This is an optimization exercise on Yosys and OpenROAD, whose aim is a short achievable clock period and few clock cycles, not a production implementation. The RTL was checked by simulation tests, not by an equivalence proof against the original design. No activity file was given, so power comes from the tool's default toggle rates.

`design/flow/flow/run.sh`:
```
#!/bin/bash
# Standard synthesis and layout; the timing repair steps aim for a slack
# margin well above zero so the layout runs faster than the 13 ns target.
set -euo pipefail
MARGIN=${MARGIN:-9.5}
bash standard.sh synth > log_synth.txt 2>&1
bash standard.sh SETUP_SLACK_MARGIN=$MARGIN finish > log_layout.txt 2>&1
```
`design/flow/standard.sh`:
```
#!/bin/bash
# synth_recipe.tcl (not shown) runs the flow's synth.tcl, then flattens the netlist and writes it again
# the make line also repeats each setting of config.mk as NAME=value (left out here)
make -C /OpenROAD-flow-scripts/flow DESIGN_CONFIG=/design/flow/config.mk WORK_HOME=/design/flow/orfs CLKGATE_MAP_FILE= SYNTH_SCRIPT=/design/flow/synth_recipe.tcl "${@:-finish}"
```
`design/flow/config.mk`:
```
export PLATFORM = sky130hd
export DESIGN_NAME = processor
export DESIGN_NICKNAME = processor
export VERILOG_FILES = /design/flow/design.v
export SDC_FILE = /design/flow/constraint.sdc
export NUM_CORES = 4
export LEC_CHECK = 0
export ABC_CLOCK_PERIOD_IN_PS = 3000
export CAP_MARGIN = 20
export CORE_MARGIN = 2
export CORE_UTILIZATION = 80
export CTS_CLUSTER_DIAMETER = 100
export CTS_CLUSTER_SIZE = 40
export PLACE_DENSITY = 0.9
export SLEW_MARGIN = 20
```
`design/flow/constraint.sdc`:
```
create_clock -name core_clock -period 13.0 [get_ports {clk}]
set_input_delay 2.6000 -clock core_clock [delete_from_list [all_inputs] [get_ports {clk}]]
set_output_delay 2.6000 -clock core_clock [all_outputs]
set_load 0.01 [all_outputs]
```
`design/flow/design.v`:
```
`timescale 1ns / 1ps
module alu(a,b,op_add,op_sub,op_and,op_or,op_xor,op_sll,op_srl,result);
input [31:0] a,b;
input op_add,op_sub,op_and,op_or,op_xor,op_sll,op_srl;
output [31:0] result;
wire [31:0] s_add = a + b;
wire [31:0] s_sub = a - b;
wire big = |b[31:5];
wire [31:0] s_sll = a << b[4:0];
wire [31:0] s_srl = a >> b[4:0];
assign result = ({32{op_add}} & s_add) | ({32{op_sub}} & s_sub) |
                ({32{op_and}} & (a & b)) | ({32{op_or}} & (a | b)) |
                ({32{op_xor}} & (a ^ b)) | ({32{op_sll & ~big}} & s_sll) |
                ({32{op_srl & ~big}} & s_srl);
endmodule
`timescale 1ns / 1ps
module control_logic(instr,uses_rs,uses_rt,reg_we,dest,use_imm,imm32,
                     op_add,op_sub,op_and,op_or,op_xor,op_sll,op_srl,
                     is_lw,is_sw,beq_chk,taken);
input [31:0] instr;
output uses_rs,uses_rt,reg_we,use_imm;
output [4:0] dest;
output [31:0] imm32;
output op_add,op_sub,op_and,op_or,op_xor,op_sll,op_srl;
output is_lw,is_sw,beq_chk,taken;
wire [5:0] op = instr[31:26];
wire [5:0] fn = instr[5:0];
wire [4:0] rs = instr[25:21];
wire [4:0] rt = instr[20:16];
wire [4:0] rd = instr[15:11];
wire is_r   = (op == 6'b000000);
wire f_add  = is_r & (fn == 6'b100000);
wire f_sub  = is_r & (fn == 6'b100010);
wire f_and  = is_r & (fn == 6'b100100);
wire f_or   = is_r & (fn == 6'b100101);
wire f_xor  = is_r & (fn == 6'b100110);
wire f_sll  = is_r & (fn == 6'b000000);
wire f_srl  = is_r & (fn == 6'b000010);
wire r_ok   = f_add | f_sub | f_and | f_or | f_xor | f_sll | f_srl;
wire is_ori = (op == 6'b001101);
wire is_beq = (op == 6'b000100);
wire is_j   = (op == 6'b000010);
wire same   = (rs == rt);
assign is_lw   = (op == 6'b100011);
assign is_sw   = (op == 6'b101011);
assign beq_chk = is_beq & ~same;
assign taken   = is_j | (is_beq & same);
assign uses_rs = r_ok | is_ori | is_lw | is_sw | beq_chk;
assign uses_rt = r_ok | is_sw | beq_chk;
assign dest    = r_ok ? rd : rt;
assign reg_we  = (r_ok & (rd != 5'd0)) | ((is_ori | is_lw) & (rt != 5'd0));
assign use_imm = is_ori | is_lw | is_sw;
assign imm32   = {{16{instr[15] & ~is_ori}}, instr[15:0]};
assign op_add  = f_add | is_lw | is_sw;
assign op_sub  = f_sub;
assign op_and  = f_and;
assign op_or   = f_or | is_ori;
assign op_xor  = f_xor;
assign op_sll  = f_sll;
assign op_srl  = f_srl;
endmodule
`timescale 1ns / 1ps
module regfile(sel1,sel2,WriteRegister,WriteData,RegWrite,reset,clk,ReadData1,ReadData2);
input reset,clk,RegWrite;
input [31:0] sel1,sel2;
input [4:0] WriteRegister;
input [31:0] WriteData;
output reg [31:0] ReadData1,ReadData2;
reg [31:0] RegArray [1:31];
integer i;
always @(posedge clk or posedge reset) begin
if (reset) begin
	for (i = 1; i < 32; i = i + 1) RegArray[i] <= 32'b0;
end
else begin
	if (RegWrite && WriteRegister != 5'd0) RegArray[WriteRegister] <= WriteData;
end
end
always @(*) begin
	ReadData1 = 32'b0;
	ReadData2 = 32'b0;
	for (i = 1; i < 32; i = i + 1) begin
		ReadData1 = ReadData1 | ({32{sel1[i]}} & RegArray[i]);
		ReadData2 = ReadData2 | ({32{sel2[i]}} & RegArray[i]);
	end
end
endmodule
`timescale 1ns / 1ps
module reg_decode(r,oh);
input [4:0] r;
output [31:0] oh;
assign oh = 32'b1 << r;
endmodule
`timescale 1ns / 1ps
module Fetch(pc,d_instr,d_taken,stall,e_redirect,e_target,d_target,pc_new);
input [29:0] pc;
input [31:0] d_instr;            
input d_taken,stall,e_redirect;
input [29:0] e_target;
output [29:0] d_target;          
output [29:0] pc_new;
wire [29:0] br_target = pc + {{14{d_instr[15]}},d_instr[15:0]};
wire [29:0] j_target  = {pc[29:26], d_instr[25:0]};
assign d_target = d_instr[27] ? j_target : br_target;    
assign pc_new = e_redirect ? e_target :
                stall      ? pc :
                d_taken    ? d_target : pc + 30'd1;
endmodule
`timescale 1ns / 1ps
module processor(clk,rst,imem_addr,imem_data,dmem_addr,dmem_wdata,dmem_we,dmem_rdata);
input clk,rst;
output [29:0] imem_addr;         
input [31:0] imem_data;          
output [31:0] dmem_addr;         
output [31:0] dmem_wdata;
output dmem_we;
input [31:0] dmem_rdata;         
reg [29:0] pc;                   
reg [29:0] pc_out;               
reg [31:0] d_ir;
reg [31:0] d_rs_oh, d_rt_oh;     
reg        d_kill;               
reg        e_reg_we, e_lw, e_sw, e_chk;
reg  [4:0] e_dest;
reg        e_add, e_sub, e_and, e_or, e_xor, e_sll, e_srl;
reg [31:0] e_a, e_b, e_s;
reg [29:0] e_target;
reg        m_reg_we, m_lw;
reg  [4:0] m_dest;
reg [31:0] m_res;                
reg [31:0] m_addr;               
reg [31:0] m_sd;
reg        m_sw;
wire [31:0] f_rs_oh, f_rt_oh;
reg_decode DRS(imem_data[25:21], f_rs_oh);
reg_decode DRT(imem_data[20:16], f_rt_oh);
wire [4:0] d_rs = d_ir[25:21];
wire [4:0] d_rt = d_ir[20:16];
wire c_uses_rs, c_uses_rt, c_reg_we, d_use_imm;
wire [4:0] d_dest;
wire [31:0] d_imm;
wire d_add, d_sub, d_and, d_or, d_xor, d_sll, d_srl;
wire c_lw, c_sw, c_chk, c_taken;
control_logic CONTROL(d_ir, c_uses_rs, c_uses_rt, c_reg_we, d_dest, d_use_imm, d_imm,
                      d_add, d_sub, d_and, d_or, d_xor, d_sll, d_srl,
                      c_lw, c_sw, c_chk, c_taken);
wire d_uses_rs = c_uses_rs & ~d_kill;
wire d_uses_rt = c_uses_rt & ~d_kill;
wire d_reg_we  = c_reg_we & ~d_kill;
wire d_lw      = c_lw & ~d_kill;
wire d_sw      = c_sw & ~d_kill;
wire d_chk     = c_chk & ~d_kill;
wire d_taken   = c_taken & ~d_kill;
wire [31:0] wb = m_lw ? dmem_rdata : m_res;
wire [31:0] rf_a, rf_b;
regfile REGISTER(d_rs_oh, d_rt_oh, m_dest, wb, m_reg_we, rst, clk, rf_a, rf_b);
wire a_em = e_reg_we & (e_dest == d_rs);
wire b_em = e_reg_we & (e_dest == d_rt);
wire a_m  = m_reg_we & (m_dest == d_rs);
wire b_m  = m_reg_we & (m_dest == d_rt);
wire stall = e_lw & ((d_uses_rs & a_em) | (d_uses_rt & b_em));
wire [31:0] d_a = a_m ? wb : rf_a;
wire [31:0] d_b = b_m ? wb : rf_b;
wire [31:0] alu_res;
alu ALU(e_a, e_b, e_add, e_sub, e_and, e_or, e_xor, e_sll, e_srl, alu_res);
wire e_redirect = e_chk & (e_a == e_b);
wire [29:0] pc_next, d_target;
Fetch fetch(pc, d_ir, d_taken, stall, e_redirect, e_target, d_target, pc_next);
always @(posedge clk or posedge rst) begin
if (rst) begin
	pc <= 30'b0;
	d_ir <= 32'b0;
	d_rs_oh <= 32'b1;
	d_rt_oh <= 32'b1;
	d_kill <= 1'b0;
	e_reg_we <= 1'b0; e_lw <= 1'b0; e_sw <= 1'b0; e_chk <= 1'b0;
	m_reg_we <= 1'b0; m_lw <= 1'b0;
	m_res <= 32'b0;
end
else begin
	pc <= pc_next;
	if (!stall) begin
		d_ir <= imem_data;
		d_rs_oh <= f_rs_oh;
		d_rt_oh <= f_rt_oh;
	end
	d_kill <= e_redirect;              
	if (stall) begin
		e_reg_we <= 1'b0; e_lw <= 1'b0; e_sw <= 1'b0; e_chk <= 1'b0;
	end else begin
		e_reg_we <= d_reg_we; e_lw <= d_lw; e_sw <= d_sw; e_chk <= d_chk;
	end
	m_reg_we <= e_reg_we; m_lw <= e_lw;
	m_res <= alu_res;
end
end
always @(posedge clk) begin
	pc_out <= rst ? 30'b0 : pc_next;
end
always @(posedge clk) begin
	e_dest <= d_dest;
	e_add <= d_add; e_sub <= d_sub; e_and <= d_and; e_or <= d_or;
	e_xor <= d_xor; e_sll <= d_sll; e_srl <= d_srl;
	e_a <= a_em ? alu_res : d_a;
	e_b <= d_use_imm ? d_imm : (b_em ? alu_res : d_b);
	e_s <= b_em ? alu_res : d_b;
	e_target <= d_target;
	m_dest <= e_dest;
	m_addr <= alu_res;
	m_sd <= e_s;
	m_sw <= e_sw;                      
end
assign imem_addr  = pc_out;
assign dmem_addr  = m_addr;
assign dmem_wdata = m_sd;
assign dmem_we    = m_sw;
endmodule
```
==> results by group, run 1 <==
Die
  – Chip Width: 298.8 um
  – IO Count: 161
  – Cell row count: 108
  – Initial Util: about four fifths
  – Die Ht: 298.8 um

Yosys
  – Mapped Area: 69540 um^2
  – Syn Area/Cell: 9.276 um^2
  – Synth Warn #: 3
  – Ys async rst share: 82.91%
  – Ys flop type: dfrtp_1
  – Cells after Synth: 7497
  – Cell taking the most area after synthesis: dfrtp_1
  – Distinct cells, synth: 93
  – Post-synth net total: between 7000 and 8000
  – EDFF count, synth: 0
  – Synth top area cells: dfrtp_1, dfxtp_1, a21oi_1
  – Seq/Total Area, Yosys: ~48%
  – Yosys reg bits: 1393
  – Top cell type's share of synthesized area: about two fifths

Clock tree
  – Clock root cell: clkbuf_16
  – Clock Sinks: 1393
  – Deepest clock path buffer count: 3
  – Total CTS buffers: 43
  – Hold buffers post-CTS: 0
  – Max H-tree Level: 2

Placement
  – DP Wirelength: between 150000 and 200000 um
  – Port Buf Inserts: 160
  – Pre-CTS setup slack: 6.537 ns
  – GPL Wtd Cong: 1.147

Global route
  – GRT Util Overall: 84.68%
  – Largest net degree at the start of global routing: 104
  – GR Overflow Total: 8

Run status
  – Run status: did not finish
  – Stopped at: global routing (5_1_grt)
  – Log Error: [ERROR GRT-0232] Routing congestion too high. Check the congestion heatmap in the GUI.
## synthesized netlist by cell type (all sizes together), types with 18 or more instances
| library cell | count |
|---|---|
| nand3 | 103 |
| clkbuf | 582 |
| nand4 | 149 |
| a21o | 34 |
| xnor2 | 23 |
| a22oi | 294 |
| nor2b | 18 |
| o22ai | 44 |
| nand2b | 36 |
| o21a | 19 |
| nor3 | 118 |
| o21bai | 24 |
| mux2i | 95 |
| a222oi | 64 |
| dfxtp | 238 |
| o211ai | 24 |
| buf | 89 |
| o31ai | 76 |
| inv | 140 |
| nor4 | 29 |
| dfrtp | 1155 |
| nor2 | 772 |
| nand2 | 762 |
| mux4 | 49 |
| a221oi | 321 |
| and2 | 30 |
| a21oi | 723 |
| xor2 | 33 |
| o21ai | 650 |
| ha | 126 |
| and3 | 22 |
| a211oi | 42 |
| a31oi | 27 |
| a22o | 314 |
| mux2 | 71 |
## worst max-delay path by stage
stage / slack [ns] / to / depth (start not counted)
4_1_cts: 9.20 / dmem_addr[10] / 1
3_5_place_dp: 6.54 / REGISTER.RegArray[10][21] / 5
3_3_place_gp: 6.65 / REGISTER.RegArray[13][21] / 5
2_1_floorplan: 6.44 / REGISTER.RegArray[10][0] / 2
## logic make-up after synthesis
group	Yosys count	share of synthesized area [%]
flip-flops	1393	48.41
buffers and inverters	814	4.516
adder cells (fa/ha/maj)	129	2.353
XOR/XNOR	56	0.7053
AO/OA/AOI/OAI	2785	26.78
multiplexers	215	4.104
AND/OR/NAND/NOR	2105	13.13
## power groups by stage
stage	Sequential, uW	Clock, uW	Combinational [uW]
4_1_cts	5150	2000	3280
3_5_place_dp	5200	0	2850
3_3_place_gp	5180	0	2770
2_1_floorplan	5050	0	1900
## timing repair
action | CTS
endpoints found under the setup margin | 1734
pin swaps | 24
hold endpoints to repair | 0
setup buffers | 62
resized for setup | 757
cloned | 35
## stage by stage
stage,utilization (%),instances,hold WS (ns),total power [uW],cell area [um^2]
after CTS,87.48,8472,0.3363,10440,75660
after detailed placement,83.00,8307,0.3121,8056,71780
after global placement,82.99,8307,0.3117,7949,71770
after floorplan,-,7497,0.3096,6948,69620
## metal layers
| metal | GRT usage [%] | overflow |
|---|---|---|
| met3 | 77.62 | 1 |
| met4 | 79.62 | 3 |
| met5 | 59.52 | 0 |
| met1 | 85.89 | 0 |
| met2 | 93.71 | 4 |
Testbench counts, summed over its fixed seeds: cycles 17,082.
==> inputs of run 2 (changes only) <==
--- a/design/flow/design.v
+++ b/design/flow/design.v
@@ -144,26 +144,28 @@
 control_logic CONTROL(d_ir, c_uses_rs, c_uses_rt, c_reg_we, d_dest, d_use_imm, d_imm,
                       d_add, d_sub, d_and, d_or, d_xor, d_sll, d_srl,
                       c_lw, c_sw, c_chk, c_taken);
+wire a_em = e_reg_we & (e_dest == d_rs);
+wire b_em = e_reg_we & (e_dest == d_rt);
+wire a_m  = m_reg_we & (m_dest == d_rs);
+wire b_m  = m_reg_we & (m_dest == d_rt);
+wire e_eq = (e_a == e_b);
+wire fuse = c_chk & (e_sub | e_xor) & ((a_em & (d_rt == 5'd0)) | (b_em & (d_rs == 5'd0)));
 wire d_uses_rs = c_uses_rs & ~d_kill;
 wire d_uses_rt = c_uses_rt & ~d_kill;
 wire d_reg_we  = c_reg_we & ~d_kill;
 wire d_lw      = c_lw & ~d_kill;
 wire d_sw      = c_sw & ~d_kill;
-wire d_chk     = c_chk & ~d_kill;
-wire d_taken   = c_taken & ~d_kill;
+wire d_chk     = c_chk & ~fuse & ~d_kill;
+wire d_taken   = (c_taken | (fuse & e_eq)) & ~d_kill;
 wire [31:0] wb = m_lw ? dmem_rdata : m_res;
 wire [31:0] rf_a, rf_b;
 regfile REGISTER(d_rs_oh, d_rt_oh, m_dest, wb, m_reg_we, rst, clk, rf_a, rf_b);
-wire a_em = e_reg_we & (e_dest == d_rs);
-wire b_em = e_reg_we & (e_dest == d_rt);
-wire a_m  = m_reg_we & (m_dest == d_rs);
-wire b_m  = m_reg_we & (m_dest == d_rt);
 wire stall = e_lw & ((d_uses_rs & a_em) | (d_uses_rt & b_em));
 wire [31:0] d_a = a_m ? wb : rf_a;
 wire [31:0] d_b = b_m ? wb : rf_b;
 wire [31:0] alu_res;
 alu ALU(e_a, e_b, e_add, e_sub, e_and, e_or, e_xor, e_sll, e_srl, alu_res);
-wire e_redirect = e_chk & (e_a == e_b);
+wire e_redirect = e_chk & e_eq;
 wire [29:0] pc_next, d_target;
 Fetch fetch(pc, d_ir, d_taken, stall, e_redirect, e_target, d_target, pc_next);
 always @(posedge clk or posedge rst) begin
--- a/design/flow/config.mk
+++ b/design/flow/config.mk
@@ -8,8 +8,6 @@
 export ABC_CLOCK_PERIOD_IN_PS = 3000
 export CAP_MARGIN = 20
 export CORE_MARGIN = 2
-export CORE_UTILIZATION = 80
-export CTS_CLUSTER_DIAMETER = 100
-export CTS_CLUSTER_SIZE = 40
-export PLACE_DENSITY = 0.9
+export CORE_UTILIZATION = 40
+export PLACE_DENSITY = 0.55
 export SLEW_MARGIN = 20
==> run 2 against run 1 <==
Effect of this change: the run now finishes clean; synthesized area rose by 1.1%; synthesized cell count rose by 2.0%.
==> results by group, run 2 <==
Global route
  – Vias in the first global route: approximately 66000
  – First-pass GRT wire length: 529200 um
  – GRT Util Overall: 41.53%
  – Largest net degree at the start of global routing: ~100
  – GR Overflow Total: 0
  – Initial antenna violation count: 27

Setup path
  – Startpoint types: register
  – Critical Path, Cell by Cell: buf_6
  – Kind of cell adding the most delay to the critical path: flip-flops
  – Worst Setup Path Type: register to primary output
  – Crit. End Element: primary output
  – CP max stage cell: dfxtp_4
  – CP Max Fanout: 1
  – Buf/Inv on CP: 1
  – CP required: between 10 and 15 ns
  – Worst flop-to-flop path startpoint: d_rs_oh[17]
  – Origin of the worst setup path: m_addr[19]
  – Critical Path AT: 1.32 ns
  – CP peak stage delay: 0.36 ns

Final layout
  – Biggest register: REGISTER.RegArray
  – Layout cell share with drive strength beyond 1: 17.98%
  – Commonest non-fill, non-tap cell in the layout: dfrtp_1
  – # nets final: 7864
  – Post-Layout Cell Count: ~10000
  – Number of flip-flops in the largest register: 992
  – Synth-to-layout area growth: 21.17%
  – Final core utilization: around half
  – Most frequent cells in the layout: dfrtp_1, nand2_1, nor2_1

Yosys
  – Ys async rst share: 82.91%
  – Mapped Area: approximately 70000 um^2
  – Synth Warn #: 3
  – Yosys reg bits: between 1000 and 1500
  – EDFF count, synth: 0
  – Top cell type's share of synthesized area: between 40% and 50%
  – Cells after Synth: ~7600
  – Cell taking the most area after synthesis: dfrtp_1
  – Synth top area cells: dfrtp_1, dfxtp_1, a21oi_1
  – Distinct cells, synth: 97
  – Count leader, synth: dfrtp_1
  – Top post-synthesis cells by count: dfrtp_1, nand2_1, a21oi_1, nor2_1, o21ai_0
  – Post-synth net total: 7841
  – Syn Area/Cell: 9.195 um^2
  – Seq/Total Area, Yosys: 47.88%
  – Ys flop type: dfrtp_1

Routing
  – # DRC: 0
  – Routed Antenna Nets: 0
  – DR vias: 71330
  – DRT Pass-1 Iters: 14
  – DR iter-0 viols: ~13000
  – Via-to-Cell Ratio: 7.031
  – WL/cell: 38.17 um
  – Final wirelength: 387200 um

Die
  – Initial Util: around two fifths
  – Placeable Area: around 170000 um^2
  – Die Ht: roughly 420 um
  – Cell row count: about 150
  – Die ar.: 179100 um^2
  – IO Count: approximately 160
  – Chip Width: approximately 420 um

STA
  – Clock Skew: 0.05996 ns
  – Final Hold Vio Count: 0
  – Rel. slew slack: between 7 and 8%
  – Worst slew pin tran: 1.374 ns
  – Final setup fails: 0
  – Fmax: 254.8 MHz
  – Period minus WS final: 3.925 ns
  – Unrepaired setup endpoints after global routing: true
  – Final worst setup slack: slightly above 9 ns
  – Period Utilization, post-route: 30.19%
  – Max Slew Vio Count: 0
  – Setup TNS: 0 ns

Placement
  – Pre-CTS setup slack: around 7.2 ns
  – DP Wirelength: 219900 um
  – Port Buf Inserts: between 150 and 200
  – Dpl cells: 9643
  – GPL Wtd Cong: 0.9884

Pwr
  – Clock network fraction of total power: 34.4%
  – Net Sw Power: about 4800 uW
  – Pwr/cell area: about 160 nW/um^2
  – Seq pwr share: 38.1%
  – Net Sw Frac: 34.85%
  – Pleak: about 0.034 uW
  – Pint: 8944 uW
  – Combinational share of power: between 20 and 30%
  – Peak supply drop: 158.4 uV

Run status
  – Run status: timing/DRC/antenna clean

Clock tree
  – CTS tree: done
  – Clock Sinks: ~1400
  – Max H-tree Level: 4
  – CTS clk-pin slew, worst paths: roughly 0.06 ns
  – Total CTS buffers: 157
  – Clock root cell: clkbuf_16
  – Deepest clock path buffer count: 3
  – Clock Latency Late Sink: 0.85 ns

Hold path
  – Worst Hold Class: register to register
  – Hold Crit Start: e_s[6]

Job
  – Max capacitance violation total: 0
[run 2: final timing paths]
kind | slack (ns) | cells after the start | endpoint
hold reg to reg | 0.32 | 0 | m_sd[6]
setup reg to reg | 9.31 | 8 | e_a[21]
max in group asynchronous | 9.54 | 6 | REGISTER.RegArray[12][3]
hold / removal | 0.32 | 0 | m_sd[6]
setup / recovery | 9.08 | 1 | dmem_addr[19]
min in group asynchronous | 2.42 | 4 | pc[17]
[run 2: per-stage QoR]
step | power [uW] | hold slack (ns) | cell area (um^2)
5_1_grt | 14090 | 0.3321 | 85150
3_5_place_dp | 8274 | 0.3121 | 74590
6_report | 13730 | 0.3208 | 85200
2_1_floorplan | 6975 | 0.3096 | 70360
4_1_cts | 13280 | 0.3214 | 83120
3_3_place_gp | 8239 | 0.3108 | 74430
[run 2: power by group through the flow]
stage / Sequential (uW) / Clock (uW) / Combinational (uW)
2_1_floorplan: 5050 / 0 / 1930
3_3_place_gp: 5230 / 0 / 3010
3_5_place_dp: 5230 / 0 / 3040
4_1_cts: 5190 / 4720 / 3370
5_1_grt: 5250 / 4910 / 3940
6_report: 5230 / 4730 / 3770
[run 2: layer usage]
metal | vias up | share of wire [%] | GRT usage [%]
li1 | 28410 | - | -
met2 | 6125 | 40 | 57.14
met1 | 34980 | 37 | 53.37
met5 | - | 0.090 | 0.6989
met3 | 1790 | 14 | 15.98
met4 | 31 | 9.0 | 28.44
[run 2: repair_timing]
action,in CTS,in global routing
setup buffers,88,47
gates cloned,42,15
gates resized for setup,825,282
pin swaps,80,112
setup endpoints to repair,1385,1107
hold buffers,0,0
[run 2: kinds of logic (layout without fill, tap and decap cells)]
kind of cell	after synthesis	count (layout)	share of synthesized area, %
AOI/OAI and AO/OA	2818	2818	26.72
and+or+nand+nor	2183	2187	13.66
DFF	1393	1393	47.88
buffers and inverters	859	1003	4.778
muxes	218	226	4.056
adders and majority gates	129	129	2.328
xor gates and xnor gates	46	46	0.5730
other	0	19	0
[run 2: area by class of cell]
cell class	count	area (um^2)
fill	16160	89010
multi-input combinational	5406	35910
sequential	1393	33960
timing repair buffer	548	6305
clock buffer	234	4735
tap	2325	2909
clock inverter	58	690.7
inverter	162	633.1
antenna	19	47.55
timing repair inverter	1	7.507
Testbench counts of run 2, summed over its fixed seeds: cycles 16,976.
==> inputs of run 3 (changes only) <==
--- a/design/flow/config.mk
+++ b/design/flow/config.mk
@@ -8,6 +8,6 @@
 export ABC_CLOCK_PERIOD_IN_PS = 3000
 export CAP_MARGIN = 20
 export CORE_MARGIN = 2
-export CORE_UTILIZATION = 40
-export PLACE_DENSITY = 0.55
+export CORE_UTILIZATION = 30
+export PLACE_DENSITY = 0.5
 export SLEW_MARGIN = 20
==> run 3 against run 2 <==
Effect of this change: count of clock-buffer cells in the layout decreased by 10; wire length grew 3.5%; maximum frequency is 1.4% lower; via count decreased by 0.80%; sequential cell count is the same; clock skew down 0.014 ns; first-iteration DRC count is 14% lower; design area grew 1.4%; critical path type unchanged; largest cell class unchanged.
==> results by group, run 3 <==
Run status
  – Run status: timing/DRC/antenna clean

STA
  – Period Utilization, post-route: between 30 and 40%
  – Final setup fails: 0
  – Max Slew Vio Count: 0
  – Worst slew pin tran: 1.283 ns
  – Fmax: 251.2 MHz
  – Setup TNS: 0 ns
  – Clock Skew: 0.04570 ns
  – Period minus WS final: 3.981 ns
  – Rel. slew slack: around 14%
  – Final Hold Vio Count: 0
  – Unrepaired setup endpoints after global routing: true

Yosys
  – Syn Area/Cell: just over 9 um^2
  – Mapped Area: 70310 um^2
  – Ys async rst share: 82.91%
  – Count leader, synth: dfrtp_1
  – Multiplexer share of the synthesized area: 4.056%
  – Distinct cells, synth: 97
  – EDFF count, synth: 0
  – Synth top area cells: dfrtp_1, dfxtp_1, a21oi_1
  – Compound-gate portion of the synthesized area: 26.72%
  – Yosys reg bits: 1393
  – Top post-synthesis cells by count: dfrtp_1, nand2_1, a21oi_1, nor2_1, o21ai_0
  – Post-Synth XOR/XNOR Area: less than 1%
  – Largest family of logic cells by synthesized area: compound AO/OA/AOI/OAI gates
  – Seq/Total Area, Yosys: 47.88%
  – Post-synth net total: 7841
  – Synth Warn #: 3
  – Top cell type's share of synthesized area: roughly two fifths
  – Cells after Synth: between 7000 and 8000
  – Cell taking the most area after synthesis: dfrtp_1
  – Simple-gate share of the synthesized area: 13.66%
  – Ys flop type: dfrtp_1
  – Synthesized-area fraction occupied by adder cells: 2.328%

Final layout
  – Biggest register: REGISTER.RegArray
  – Layout cell share with drive strength beyond 1: 18.00%
  – Layout filler cell count: 23290
  – Synth-to-layout area growth: 22.86%
  – Number of flip-flops in the largest register: 992
  – Register area: 33970 um^2
  – Commonest non-fill, non-tap cell in the layout: dfrtp_1
  – Most frequent cells in the layout: dfrtp_1, nand2_1, nor2_1, a21oi_1, o21ai_0
  – Final core utilization: ~37%
  – # nets final: between 7000 and 8000
  – Multi-input gate area: approximately 36000 um^2
  – Final Cell Area: 86380 um^2

Setup path
  – Crit. End Element: primary output
  – Critical Path, Cell by Cell: buf_6
  – Buf/Inv on CP: 1
  – CP peak stage delay: 0.41 ns
  – Worst Setup Path Type: register to primary output
  – CP required: 10.40 ns
  – Critical Path AT: 1.38 ns
  – Kind of cell adding the most delay to the critical path: flip-flops
  – CP Max Fanout: 1
  – Startpoint types: register
  – CP max stage cell: dfxtp_4

Routing
  – Top sig layer: met5
  – Via-to-Cell Ratio: 6.450
  – Met3 WL: 54590 um
  – Final wirelength: roughly 400000 um
  – Met1 Routed Length: 155200 um
  – DRT Pass-1 Iters: 10
  – Metal2 WL: 160600 um
  – WL/cell: 36.51 um
  – Routed Antenna Nets: 0
  – DR iter-0 viols: 10900
  – # DRC: 0
  – DR vias: 70760

Job
  – Max capacitance violation total: 0

Placement
  – GPL Wtd Cong: 0.9716
  – Port Buf Inserts: 160
  – Area after DPL: 75730 um^2
  – DP Wirelength: 231900 um

Global route
  – Initial antenna violation count: 36
  – First-pass GRT wire length: 543200 um
  – Largest net degree at the start of global routing: 91
  – GRT Util Overall: 32.30%
  – GR Overflow Total: 0
  – Vias in the first global route: ~66000

Clock tree
  – Clock Latency Late Sink: 0.86 ns
  – CTS clk-pin slew, worst paths: 0.06 ns
  – Clock Sinks: between 1000 and 1500
  – Deepest clock path buffer count: 3
  – CTS tree: done
  – Total CTS buffers: 157
  – Max H-tree Level: 4
  – Clock root cell: clkbuf_16

Pwr
  – Pleak: 0.03455 uW
  – Pwr/cell area: 161.2 nW/um^2
  – Power Total: 13920 uW
  – Peak supply drop: 130.2 uV

Die
  – Die ar.: 238300 um^2
  – Cell row count: 177
  – IO Count: 161
  – Initial Util: between 30% and 40%
  – Die Ht: 488.1 um
  – Chip Width: ~500 um
  – Placeable Area: roughly 230000 um^2

Hold path
  – Worst Hold Class: register to register
run 3: cell types whose count changed in the layout (fill, tap and decap cells not counted), sizes merged, moves of 4 or more:
cell / change
buf: +12
clkbuf: -8
bufbuf: +6
diode: +5
dlygate4sd2: +5
bufinv: +4
clkinvlp: +4
run 3: repair_timing:
action,4_1_cts,5_1_grt
setup buffers,73,62
hold buffers,0,0
pin swaps,39,121
gates resized for setup,787,337
cloned,38,21
endpoints found under the setup margin,1570,967
run 3: path summary, 6_finish.rpt:
check / from / to / slack (ns) / cells after the start
min in group asynchronous: rst / d_ir[0] / 2.47 / 4
hold reg to reg: e_s[1] / m_sd[1] / 0.33 / 0
setup reg to reg: e_b[1] / pc_out[7] / 9.26 / 13
setup / recovery: m_addr[23] / dmem_addr[23] / 9.02 / 1
max in group asynchronous: rst / REGISTER.RegArray[16][25] / 9.54 / 7
hold / removal: e_s[1] / m_sd[1] / 0.33 / 0
run 3: cells by family after synthesis:
| group | count (synthesis) |
|---|---|
| adder cells (fa/ha/maj) | 129 |
| AO/OA/AOI/OAI | 2818 |
| AND/OR/NAND/NOR | 2183 |
| buffers and inverters | 859 |
| multiplexers | 218 |
| XOR/XNOR | 46 |
| flip-flops | 1393 |
run 3: layout make-up:
type                    count  area share (%)
multi-input cells        5404           41.59
repair inverters            1        0.008690
flip-flops and latches   1393           39.32
repair buffers            569           7.465
clock buffers             224           5.321
well taps                3132           4.536
clock inverters            62          0.9545
inverters                 162          0.7343
diodes                     24         0.06952
run 3: routing by layer:
metal	track usage, %	vias up
met1	42.56	35190
met4	19.10	18
met3	11.74	1457
met2	44.85	5661
li1	-	28430
met5	0.7961	-
run 3: report_power, final:
| group | switching [uW] | internal [uW] |
|---|---|---|
| combinational | 2380 | 1540 |
| sequential | 477 | 4740 |
| clock | 2020 | 2770 |
run 3: through the flow:
stage | hold slack, ns | setup slack (ns) | cells
floorplan | 0.3096 | 6.449 | 7646
global placement | 0.3107 | 6.962 | 10460
detailed placement | 0.3132 | 6.923 | 10470
CTS | 0.3268 | 8.995 | 10860
global route | 0.3299 | 9.009 | 10960
finish | 0.3286 | 9.019 | 10970
run 3: worst register-to-register path, stage by stage (launching register included):
cell and delay, ns:
dfxtp_4 0.43, clkinv_4 0.18, ha_4 0.32, nor4_4 0.48, nand4_1 0.25, nor3_4 0.43, o2111ai_4 0.21, a211o_4 0.45
buf_8 0.18, clkbuf_16 0.19, a21oi_4 0.13, o22ai_2 0.09, o21ai_1 0.18, and2_1 0.16

## re-timing with driven ports
How much do the figures lean on ideal ports? The routed layouts below were timed once more, with nothing changed but the port constraints.
Step 1 (the two cells are an assumption about what drives the block):
set clk [get_ports {clk}]
set_driving_cell -lib_cell sky130_fd_sc_hd__clkbuf_16 $clk
set_driving_cell -lib_cell sky130_fd_sc_hd__buf_2 [delete_from_list [all_inputs] $clk]
Step 2 also shifts input and output timing later by t, the mid clock arrival at the registers, as if the neighbouring blocks saw the same clock.
a / b / c = ideal ports / drivers / drivers and shift; a / b = the first two.
run	t, ns	slack for setup (ns)	hold WS [ns]
run 2	0.917	9.075 / 8.977 / 8.584	0.321 / 0.321 / 0.321
run 3	0.930	9.019 / 8.926 / 8.473	0.329 / 0.329 / 0.329
After both steps every run listed still meets setup and hold. For run 3, which loses most, drivers alone change the setup slack by -0.093 ns; drivers and shift together by -0.546 ns.
